Background: an optimization exercise with open tools, aiming at small area, a short achievable clock period and few clock cycles. Do not read the settings as production practice.
No functional check of the RTL was part of any run shown here.
Power figures rest on the tool's default switching activity, not on a simulated workload.

## flow/design.v (module list and top-level ports; edited modules follow where they fit)
// module exponent: 3771 lines
// module exp_fa: 4 lines
// module exp_ha: 4 lines
module exponent (clock, reset_n, enable, x, a, p, ready);
  // ...
==> flow/run.sh <==
#!/bin/bash
# synth_recipe.tcl (not shown) runs the flow's synth.tcl, then flattens the netlist and writes it again
# the make line also repeats each setting of config.mk as NAME=value (left out here)
make -C /OpenROAD-flow-scripts/flow DESIGN_CONFIG=/design/flow/config.mk WORK_HOME=/design/flow/orfs CLKGATE_MAP_FILE= SYNTH_SCRIPT=/design/flow/synth_recipe.tcl finish
==> flow/config.mk <==
export PLATFORM = sky130hd
export DESIGN_NAME = exponent
export DESIGN_NICKNAME = exponent
export VERILOG_FILES = /design/flow/design.v
export SDC_FILE = /design/flow/constraint.sdc
export NUM_CORES = 4
export LEC_CHECK = 0
export CAP_MARGIN = 20
export CORE_MARGIN = 2
export CORE_UTILIZATION = 40
export PLACE_DENSITY = 0.6
export SETUP_SLACK_MARGIN = 3.5
export SLEW_MARGIN = 20
export SYNTH_HIERARCHICAL = 1
==> flow/constraint.sdc <==
create_clock -name core_clock -period 10.0 [get_ports {clock}]
set_input_delay 2.0000 -clock core_clock [delete_from_list [all_inputs] [get_ports {clock}]]
set_output_delay 2.0000 -clock core_clock [all_outputs]
set_load 0.01 [all_outputs]
==> summary.txt, run 1 <==
outcome=no timing/DRC/antenna violations; DR vias/cell=6.00; adder-cell share of the synthesized area=56.8%; met1 Use GR=38.1%; PD cells=376 nW/µm²; CTS clk-pin slew, worst paths=80 ps; synth top area cells=fa_1, nor2_1, ha_1; cts repair resizes=117; HPWL Detailed=52,500 µm; worst reg2reg path depth=15; Worst Skew=8.07 ps; largest family of logic cells by synthesized area=adder cells; dpl cells=2,777; DRT Pass-1 Iters=8; layout cells sized above 1=16.8%; Net Sw Power=4.87 mW; Sw Ratio=51.7%; post-synthesis cell count=2,093; Slew @ Worst Pin=926 ps; wire per inst=26.7 µm; antenna cells=0; Mapped Area=21,000 µm²; DR iter-0 viols=2,110; initial core utilization=40.7%; Critical Path AT=6720 ps; Largest regs=np x32, e x31, nb x31; Post-layout nets=2,954; Power Total=9.43 mW; RR Startpoint=nb[19]$_DFF_P_; max_cap viols=0; met3 wire len=9630 µm; area grow syn2layout=19.8%; GR Util met3=7.40%; multi-input gates=1,774; Pwr top=combinational logic; top cell type's share of synthesized area=50.2%; Max H-tree Level=3; Clock power frac=4.0%
==> inputs of run 2 (changes only) <==
--- a/flow/design.v
+++ b/flow/design.v
@@ -8,16 +8,31 @@
     logic [30:0] e;       
     logic busy;
     logic [31:0] np, nb;
     assign p = ~np;
     assign b = ~nb;
     wire [31:0] s = b | (x & {32{~busy}});
     wire last = (e[30:1] == 31'd0);
     wire keep = reset_n & (busy ? ~last : (ready & enable));
+    wire a_ge32 = |a[31:5];
+    wire a_ge16 = |a[31:4];
+    wire a_ge11 = a_ge16 | (a[3] & (a[2] | (a[1] & a[0])));
+    wire a_ge8 = |a[31:3];
+    wire a_ge7 = a_ge8 | (&a[2:0]);
+    wire a_ge6 = a_ge8 | (&a[2:1]);
+    wire a_ge5 = a_ge8 | (a[2] & (a[1] | a[0]));
+    wire a_ge4 = |a[31:2];
+    wire a_ge3 = a_ge4 | (&a[1:0]);
+    wire a_ge2 = |a[31:1];
+    wire a_ge1 = |a;
+    wire zero = (~x[0] & a_ge32) | (~|x[1:0] & a_ge16) | (~|x[2:0] & a_ge11)
+              | (~|x[3:0] & a_ge8) | (~|x[4:0] & a_ge7) | (~|x[5:0] & a_ge6)
+              | (~|x[6:0] & a_ge5) | (~|x[7:0] & a_ge4) | (~|x[10:0] & a_ge3)
+              | (~|x[15:0] & a_ge2) | (~|x & a_ge1);
     wire [31:0] sq;       
     wire [31:0] pr;       
     wire sq_1;
     wire sq_2;
     wire sq_3;
     wire sq_4;
     wire sq_5;
     wire sq_6;
@@ -3760,18 +3775,18 @@
             if (last) begin
                 busy <= 1'b0;
                 ready <= 1'b1;
             end
         end else if (!ready) begin
             ready <= 1'b1;
         end else if (enable) begin
             ready <= 1'b0;
-            busy <= 1'b1;
-            np <= ~(a[0] ? x : 32'd1);
+            busy <= ~zero;
+            np <= ~(zero ? 32'd0 : a[0] ? x : 32'd1);
         end
     end
 endmodule
 module exp_fa (input a, input b, input c, output s, output co);
     assign s = a ^ b ^ c;
     assign co = (a & b) | (a & c) | (b & c);
 endmodule
 module exp_ha (input a, input b, output s, output co);
==> run 2 against run 1 <==
Compared with the run above:
- critical path depth fell by 2
- combinational power fell by about 10%
- critical path type unchanged
- via count fell by 1.2%
- still clean
- clock-buffer cell count did not move
- first-iteration DRC count fell by 17%
==> summary.txt, run 2 <==
clk buf depth=2; most used cell, CP=fa_1; synth top area cells=fa_1, nor2_1, ha_1; CTS clk-pin slew, worst paths=80 ps (about the same); register-to-register setup slack=3780 ps; DR vias/cell=5.89 (-1.8%); number of synthesized register bits=96; dpl cells=2,814 (+1.3%); Slew headroom=39.7%; crit path to=nb[31]$_DFF_P_; antenna cells=0 (unchanged); TritonCTS Buffers=9; Net Sw Power=4.31 mW (-12%); prevailing post-synth register cell=dfxtp_1; RSZ-0062 raised after global routing=yes; initial core utilization=40.3% (-0.37 points); Worst Skew=11.2 ps (+3.11 ps); critical path capture point type=flop; vias in the first global route=19,100; worst ir drop on vdd=623 µV; Final GP Congestion=0.936; data required time of the worst path=10,240 ps; Min Clock Period, post-route=6440 ps; Root Buffer=clkbuf_16; Rows=84; number of antenna violations at the first check in global routing=0; I/O Pins=100; PD cells=341 nW/µm² (-9.1%); EDFF count, synth=32; Worst Path Buf+Inv=2; most common cell after layout, fill and taps aside=nor2_1; Sw Ratio=50.6% (-1.0 points); Fin Setup TNS=0 ps; height of the die=234 µm; DRC=0; area grow syn2layout=17.8%; cells along the critical path=buf_2 > a21boi_2 > buf_4 > nor2_1 > fa_1 > fa_1 > fa_2 > fa_1 > fa_1 > ha_4 > and3_1 > nand3_1 > o31a_1 > o21a_1 > a21o_1 > xnor2_1 > nand2_1; Hold Buf Count CTS=0; first-pass GRT wire length=116,000 µm; wire per inst=26.0 µm (-2.8%); Slew @ Worst Pin=904 ps (-21.7 ps); Worst setup startpoint=x[19]; chip width=234 µm; GRT Total Usage=28.7%; combinational power share=90.0%; top cell type's share of synthesized area=49.8% (-0.44 points); via count=17,400; Critical Path Fanout Max=4; Post-Place Setup Slack=2400 ps; gr ovfl total=0; Slew Viols, Final=0; register area share after synthesis=10.6%; final worst-path cycle share=64.4%; Largest stage delay, worst path=550 ps; Worst Path Class, Setup=input port to flop; worst reg2reg path depth=18 (+3); RR Startpoint=nb[4]$_DFF_P_; RR Endpoint=np[27]$_DFFE_PP_; HP Start=e[15]$_DFF_P_; PortBufs=99; cell taking the most area after synthesis=fa_1; CTS tree=built; LEAKAGE=12.2 nW; CORE AREA=52,400 µm²; clock sinks=96; Placed Instance Area=22,900 µm²; YS warnings=7; clock latency (worst-skew pair)=360 ps; Worst path depth=17; max_cap viols=0 (unchanged); top cell family by delay on the critical path=adder cells; Internal=4.20 mW; DRT Pass-1 Iters=5 (-3); Final Cell Area=24,900 µm²; highest clock rate=155 MHz; fin util=47.5%; Synth Area per Inst=9.96 µm²; Post-Route WL=76,800 µm; Mapped Area=21,100 µm² (+0.88%); critical path startpoint category=input port; final worst setup slack=3560 ps; HPWL Detailed=51,800 µm (-1.4%); Final Instance Count excl. Fillers=2,954; final hold vios=0; # setup viols final=0; Largest regs=np x32, e x31, nb x31; most frequent cell after synthesis=nor2_1; layout cells sized above 1=14.2% (-2.6 points); WHS Path Cells=1; commonest cells after routing, fill and taps aside=nor2_1, fa_1, buf_4; most instantiated cells after synthesis=nor2_1, fa_1, clkbuf_1, ha_1, xnor2_1; Seq pwr share=5.8%; Synthesized Nets=2,826; DR iter-0 viols=1,756 (-17%); share of flip-flops with an asynchronous set or reset=0%; Critical Path AT=6670 ps (-50 ps); Max H-tree Level=3 (unchanged); CP max-delay cell=fa_1; largest net degree at the start of global routing=62; post-synthesis cell count=2,123 (+1.4%); Clock power frac=4.2% (+0.2 points); worst min path class=flop to flop; post-synth cell types=61; Post-layout nets=2,964 (+0.34%); post-route ant nets=0; Total Die Area=54,700 µm²; Largest register FFs=32; Top reg by flops=np; outcome=no timing/DRC/antenna violations
[run 2: cell count changes after synthesis, moves of 5 or more]
cell / change
nand2_1: +10
buf_2: +5
a21boi_4: +7
xnor2_1: +20
a21boi_1: -7
clkbuf_1: -6
nor4_1: +10
nor3_1: +6
o21ai_1: +6
[run 2: power by group through the flow]
stage	clock network [mW]	logic (mW)	registers, mW
floorplan	0	5.17	0.477
global placement	0	6.68	0.511
detailed placement	0	6.76	0.511
CTS	0.355	7.10	0.496
global route	0.370	8.42	0.497
finish	0.354	7.66	0.494
[run 2: cell type report]
type                    count  area, µm²
fillers                  4794      27500
inverters                  74        280
clock buffers              10        239
repair buffers            279       2830
well taps                 688        861
clock inverters             6       55.1
flip-flops and latches     96       2250
multi-input cells        1801      18400
[run 2: repair_timing]
item / 4_1_cts / 5_1_grt
setup endpoints to repair: 22 / 13
pin swaps: 23 / 24
gates resized for setup: 105 / 81
buffers inserted: 77 / 36
cloned: 7 / 4
[run 2: modules after synthesis, one instance, submodules excluded]
module	cells	area, µm²	copies in the design
exp_fa	1	20.0	520
exp_ha	1	12.5	54
exponent	1549	10100	1
[run 2: logic make-up after synthesis]
kind of cell	synth area share [%]
and+or+nand+nor	15.2
adders and majority gates	56.3
buffers and inverters	4.17
AOI/OAI and AO/OA	6.96
xor gates and xnor gates	5.20
DFF	10.6
muxes	1.60
[run 2: how the worst min path moves through the flow]
| stage | slack, ps | to |
|---|---|---|
| 2_1_floorplan | 460 | e[10]$_DFF_P_ |
| 3_3_place_gp | 460 | e[8]$_DFF_P_ |
| 3_5_place_dp | 470 | e[25]$_DFF_P_ |
| 4_1_cts | 480 | e[14]$_DFF_P_ |
| 5_1_grt | 490 | e[14]$_DFF_P_ |
| 6_report | 480 | e[14]$_DFF_P_ |
[run 2: metal layers]
layer | share of wire [%] | global-route usage (%) | wire [µm] | vias up
met5 | 0 | 0 | 0 | -
met4 | 5.1 | 12.6 | 3930 | 0
met3 | 11 | 7.20 | 8500 | 271
met2 | 46 | 46.1 | 35400 | 1225
met1 | 38 | 36.7 | 29000 | 8879
li1 | - | - | - | 7023
[run 2: per-stage QoR]
stage               hold slack, ps  power (mW)
floorplan                      457        5.65
global placement               465        7.19
detailed placement             469        7.27
CTS                            484        7.95
global route                   494        9.29
finish                         482        8.51

[what the ideal ports hide]
The flow's constraints put no driver on any port. The routed layouts listed below were extracted and timed again, unchanged, in two steps.
Step 1 sets driving cells, clkbuf_16 on the clock port and buf_2 on the other inputs (assumed; they add their load-dependent delay and slew).
Step 2 moves the port delays by t, midway between the first and last clock arrival at a register: inputs arrive t later, outputs are due t later. That takes back most of the time a late clock gives input paths.
a / b / c = no drivers / after step 1 / after step 2; a / b = the first two.
run	t (ns)	slack for setup (ns)	worst setup path at the end	clock arrival spread, ns	worst register clock-pin slew, ns
run 1	0.404	3.519 / 3.519 / 3.115	input to register	0.008 / 0.008	0.08 / 0.08
run 2	0.409	3.563 / 3.572 / 3.162	input to register	0.011 / 0.011	0.08 / 0.08
After both steps every run listed still meets setup and hold. The setup slack of run 1, which loses most, moves by 0.000 ns with the drivers and by -0.404 ns with both steps.
